This is an optimization exercise on Yosys and OpenROAD, whose aim is small area, not a production implementation.
At most, simulation tests tie the RTL to the original design; equivalence was not proved.
Power is estimated from default activity; no workload was simulated.

==> branch sierra <==
==> flow/design.v <==
module freq_meter_top (
    input  wire        clk,         
    input  wire        rst_n,       
    input  wire        sig_in,      
    input  wire        sig_ref,     
    output wire [15:0] freq_cnt,    
    output wire [15:0] ref_cnt,     
    output wire [15:0] high_cnt,    
    output wire [15:0] low_cnt,     
    output wire [15:0] phase_cnt    
    );
    localparam W = 15, TAP = 6;
    localparam [W-1:0] START = 15'd19488, TC_VAL = 15'd9744, TC_MASK = 15'd30717;
    localparam [15:0] WIN = 16'd50000;   
    reg [W-1:0] lf;
    reg ph;                              
    reg gate, win;
    wire tc = ((lf ^ TC_VAL) & TC_MASK) == {W{1'b0}};
    always @(posedge clk or negedge rst_n) begin
        if (!rst_n) begin
            lf <= START;
            ph <= 1'b0;
            gate <= 1'b0;
            win <= 1'b0;
        end else begin
            lf <= {lf[W-2:0], ~(lf[W-1] ^ lf[TAP]) ^ tc};
            ph <= ~ph;
            gate <= gate ^ tc;
            win <= win ^ (tc & gate);
        end
    end
    reg s0, s1, t0, t1;
    always @(posedge clk or negedge rst_n) begin
        if (!rst_n) begin
            s0 <= 1'b0; s1 <= 1'b0; t0 <= 1'b0; t1 <= 1'b0;
        end else begin
            s0 <= sig_in; s1 <= s0; t0 <= sig_ref; t1 <= t0;
        end
    end
    wire s_rise = s0 & ~s1;
    wire r_rise = t0 & ~t1;
    reg rg;
    reg [4:0] n;
    reg [15:0] fcnt, rcnt, fbuf, rbuf;
    wire fcap = (n == 5'd1);
    wire fclr = ~rg & n[4] & n[2] & n[0];    
    always @(posedge clk or negedge rst_n) begin
        if (!rst_n) begin
            rg <= 1'b0;
            n <= 5'd21;
            fbuf <= 16'd0;
            rbuf <= 16'd0;
        end else begin
            if (s_rise) rg <= gate;
            if (rg) n <= 5'd0;
            else if (!fclr) n <= n + 1'b1;
            if (fcap) begin
                fbuf <= fcnt;
                rbuf <= rcnt;
            end
        end
    end
    always @(posedge clk) begin
        fcnt <= (fcnt & {16{~fclr}}) + (rg & s_rise);
        rcnt <= (rcnt & {16{~fclr}}) + (rg & ~ph);
    end
    reg w0, w1, valid, flag;
    reg [15:0] hcnt, pcnt, hbuf, pbuf;
    wire dcap = w1 & ~w0;
    wire dclr = ~win & ~w0;
    always @(posedge clk or negedge rst_n) begin
        if (!rst_n) begin
            w0 <= 1'b0;
            w1 <= 1'b0;
            valid <= 1'b0;
            flag <= 1'b0;
            hbuf <= 16'd0;
            pbuf <= 16'd0;
        end else begin
            w0 <= win;
            w1 <= w0;
            if (dcap) valid <= 1'b1;
            if (s_rise) flag <= 1'b1;
            else if (r_rise) flag <= 1'b0;
            if (dcap) begin
                hbuf <= hcnt;
                pbuf <= pcnt;
            end
        end
    end
    always @(posedge clk) begin
        hcnt <= (hcnt & {16{~dclr}}) + (win & s1);
        pcnt <= (pcnt & {16{~dclr}}) + (win & flag);
    end
    assign freq_cnt  = fbuf;
    assign ref_cnt   = rbuf;
    assign high_cnt  = hbuf;
    assign low_cnt   = valid ? WIN - hbuf : 16'd0;
    assign phase_cnt = pbuf;
endmodule
==> flow/flow/run.sh <==
#!/bin/bash
# The standard layout (standard.sh) with these changes:
#  - synthesis maps the logic with an area-oriented ABC script (synth.tcl,
#    area.abc) and without ORFS's adder cells; registers are unchanged;
#  - the port buffers are the smallest buffer cell;
#  - clock tree synthesis uses clkbuf_8 and no dummy loads.
# The make output goes to standard.log here; ORFS's own per-step logs are
# under orfs/logs/.
set -euo pipefail
F="$(pwd)/flow"
export AREA_ABC_SCRIPT="$F/area.abc"
export BUFFER_PORTS_ARGS="-buffer_cell sky130_fd_sc_hd__buf_1"
export CTS_ARGS="-sink_clustering_enable -repair_clock_nets -dont_use_dummy_load -buf_list sky130_fd_sc_hd__clkbuf_8 -sink_clustering_size 30 -sink_clustering_max_diameter 100"
bash standard.sh SYNTH_SCRIPT="$F/synth.tcl" ADDER_MAP_FILE= finish > standard.log 2>&1
==> flow/flow/area.abc <==
strash
&get -n
&st
&syn2
&dch -f
&nf -R 1000
&st
&syn2
&dch -f
&nf -R 1000
&put
==> flow/flow/synth.tcl <==
# The standard flow's synthesis script (synth_recipe.tcl), except that ABC maps the logic
# with the area-oriented script in AREA_ABC_SCRIPT instead of ORFS's speed
# script. The registers come out as in the standard synthesis.
proc synth {args} { yosys synth -nofsm -noshare {*}$args }
proc abc {args} {
  set i [lsearch -exact $args -script]
  if { $i >= 0 } { lset args [expr { $i + 1 }] $::env(AREA_ABC_SCRIPT) }
  yosys abc {*}$args
}
source $::env(SCRIPTS_DIR)/synth.tcl
# left out here: clear keep_hierarchy, flatten, clean up, hide names made inside functions, write 1_2_yosys.v
==> flow/standard.sh <==
#!/bin/bash
# synth_recipe.tcl (not shown) runs the flow's synth.tcl, then flattens the netlist and writes it again
# the make line also repeats each setting of config.mk as NAME=value (left out here)
make -C /OpenROAD-flow-scripts/flow DESIGN_CONFIG=/design/flow/config.mk WORK_HOME=/design/flow/orfs CLKGATE_MAP_FILE= SYNTH_SCRIPT=/design/flow/synth_recipe.tcl "${@:-finish}"
==> flow/config.mk <==
export PLATFORM = sky130hd
export DESIGN_NAME = freq_meter_top
export DESIGN_NICKNAME = freq_meter_top
export VERILOG_FILES = /design/flow/design.v
export SDC_FILE = /design/flow/constraint.sdc
export NUM_CORES = 4
export LEC_CHECK = 0
export CAP_MARGIN = 20
export CORE_MARGIN = 2
export CORE_UTILIZATION = 35
export SLEW_MARGIN = 20
==> flow/constraint.sdc <==
create_clock -name core_clock -period 5.0 [get_ports {clk}]
set_input_delay 1.0000 -clock core_clock [delete_from_list [all_inputs] [get_ports {clk}]]
set_output_delay 1.0000 -clock core_clock [all_outputs]
set_load 0.01 [all_outputs]
==> inputs of branch maple, as changes to branch sierra <==
--- a/flow/design.v
+++ b/flow/design.v
@@ -9,22 +9,20 @@
     output wire [15:0] low_cnt,     
     output wire [15:0] phase_cnt    
     );
-    localparam W = 15, TAP = 6;
-    localparam [W-1:0] START = 15'd19488, TC_VAL = 15'd9744, TC_MASK = 15'd30717;
-    localparam [15:0] WIN = 16'd50000;   
-    reg [W-1:0] lf;
-    reg ph;                              
+    localparam HALF = 25000;             
+    localparam CW = $clog2(HALF);
+    localparam [CW-1:0] LAST = HALF - 1;
+    localparam [15:0] WIN = 2 * HALF;    
+    reg [CW-1:0] c;
     reg gate, win;
-    wire tc = ((lf ^ TC_VAL) & TC_MASK) == {W{1'b0}};
+    wire tc = (c & LAST) == LAST;        
     always @(posedge clk or negedge rst_n) begin
         if (!rst_n) begin
-            lf <= START;
-            ph <= 1'b0;
+            c <= 0;
             gate <= 1'b0;
             win <= 1'b0;
         end else begin
-            lf <= {lf[W-2:0], ~(lf[W-1] ^ lf[TAP]) ^ tc};
-            ph <= ~ph;
+            c <= tc ? {CW{1'b0}} : c + 1'b1;
             gate <= gate ^ tc;
             win <= win ^ (tc & gate);
         end
@@ -48,21 +46,23 @@
         if (!rst_n) begin
             rg <= 1'b0;
             n <= 5'd21;
+            fcnt <= 16'd0;
+            rcnt <= 16'd0;
             fbuf <= 16'd0;
             rbuf <= 16'd0;
         end else begin
             if (s_rise) rg <= gate;
             if (rg) n <= 5'd0;
             else if (!fclr) n <= n + 1'b1;
+            if (rg & s_rise) fcnt <= fcnt + 1'b1;
+            else if (fclr) fcnt <= 16'd0;
+            if (rg & ~c[0]) rcnt <= rcnt + 1'b1;
+            else if (fclr) rcnt <= 16'd0;
             if (fcap) begin
                 fbuf <= fcnt;
                 rbuf <= rcnt;
             end
         end
-    end
-    always @(posedge clk) begin
-        fcnt <= (fcnt & {16{~fclr}}) + (rg & s_rise);
-        rcnt <= (rcnt & {16{~fclr}}) + (rg & ~ph);
     end
     reg w0, w1, valid, flag;
     reg [15:0] hcnt, pcnt, hbuf, pbuf;
@@ -74,6 +74,8 @@
             w1 <= 1'b0;
             valid <= 1'b0;
             flag <= 1'b0;
+            hcnt <= 16'd0;
+            pcnt <= 16'd0;
             hbuf <= 16'd0;
             pbuf <= 16'd0;
         end else begin
@@ -82,15 +84,15 @@
             if (dcap) valid <= 1'b1;
             if (s_rise) flag <= 1'b1;
             else if (r_rise) flag <= 1'b0;
+            if (win & s1) hcnt <= hcnt + 1'b1;
+            else if (dclr) hcnt <= 16'd0;
+            if (win & flag) pcnt <= pcnt + 1'b1;
+            else if (dclr) pcnt <= 16'd0;
             if (dcap) begin
                 hbuf <= hcnt;
                 pbuf <= pcnt;
             end
         end
-    end
-    always @(posedge clk) begin
-        hcnt <= (hcnt & {16{~dclr}}) + (win & s1);
-        pcnt <= (pcnt & {16{~dclr}}) + (win & flag);
     end
     assign freq_cnt  = fbuf;
     assign ref_cnt   = rbuf;
==> flow/run.sh (new file) <==
#!/bin/bash
# synth_recipe.tcl (not shown) runs the flow's synth.tcl, then flattens the netlist and writes it again
# the make line also repeats each setting of config.mk as NAME=value (left out here)
make -C /OpenROAD-flow-scripts/flow DESIGN_CONFIG=/design/flow/config.mk WORK_HOME=/design/flow/orfs CLKGATE_MAP_FILE= SYNTH_SCRIPT=/design/flow/synth_recipe.tcl finish
removed: flow/flow/run.sh
removed: flow/flow/area.abc
removed: flow/flow/synth.tcl
removed: flow/standard.sh
==> notes <==
Of branch sierra and branch maple, branch maple has the higher maximum frequency (gap about 20%, measured against branch maple).
Against branch maple, the sequential share of layout area of branch sierra is higher by 11 points.
In branch sierra the critical path depth is higher than in branch maple, by 6.
Between branch sierra and branch maple, the lower power is in branch sierra (gap about 25%, measured against branch maple).
No functional check of the RTL was part of branch maple.

==> re-timing with driven ports <==
In the flow no input, the clock included, has a driving cell. The finished layouts below were timed again as built, in two steps. Step 1, drivers: a clkbuf_16 drives clk and a buf_2 each remaining input, both assumed. Step 2 adds t to the input delays and takes it off the output delays; t is the mean of the earliest and latest rising clock arrival at the registers after step 1. Input paths then give back, and output paths get back, about the clock's delay inside the block. Slacks: no drivers / after step 1 / after step 2; pairs: no drivers / after step 1.
run	shift t [ns]	setup slack, ns	worst hold slack (ns)
branch sierra	0.457	0.255 / 0.226 / 0.683	0.364 / 0.364 / 0.364
branch maple	0.464	1.239 / 1.198 / 1.662	0.383 / 0.383 / 0.383
After both steps setup and hold are still met in every run listed.
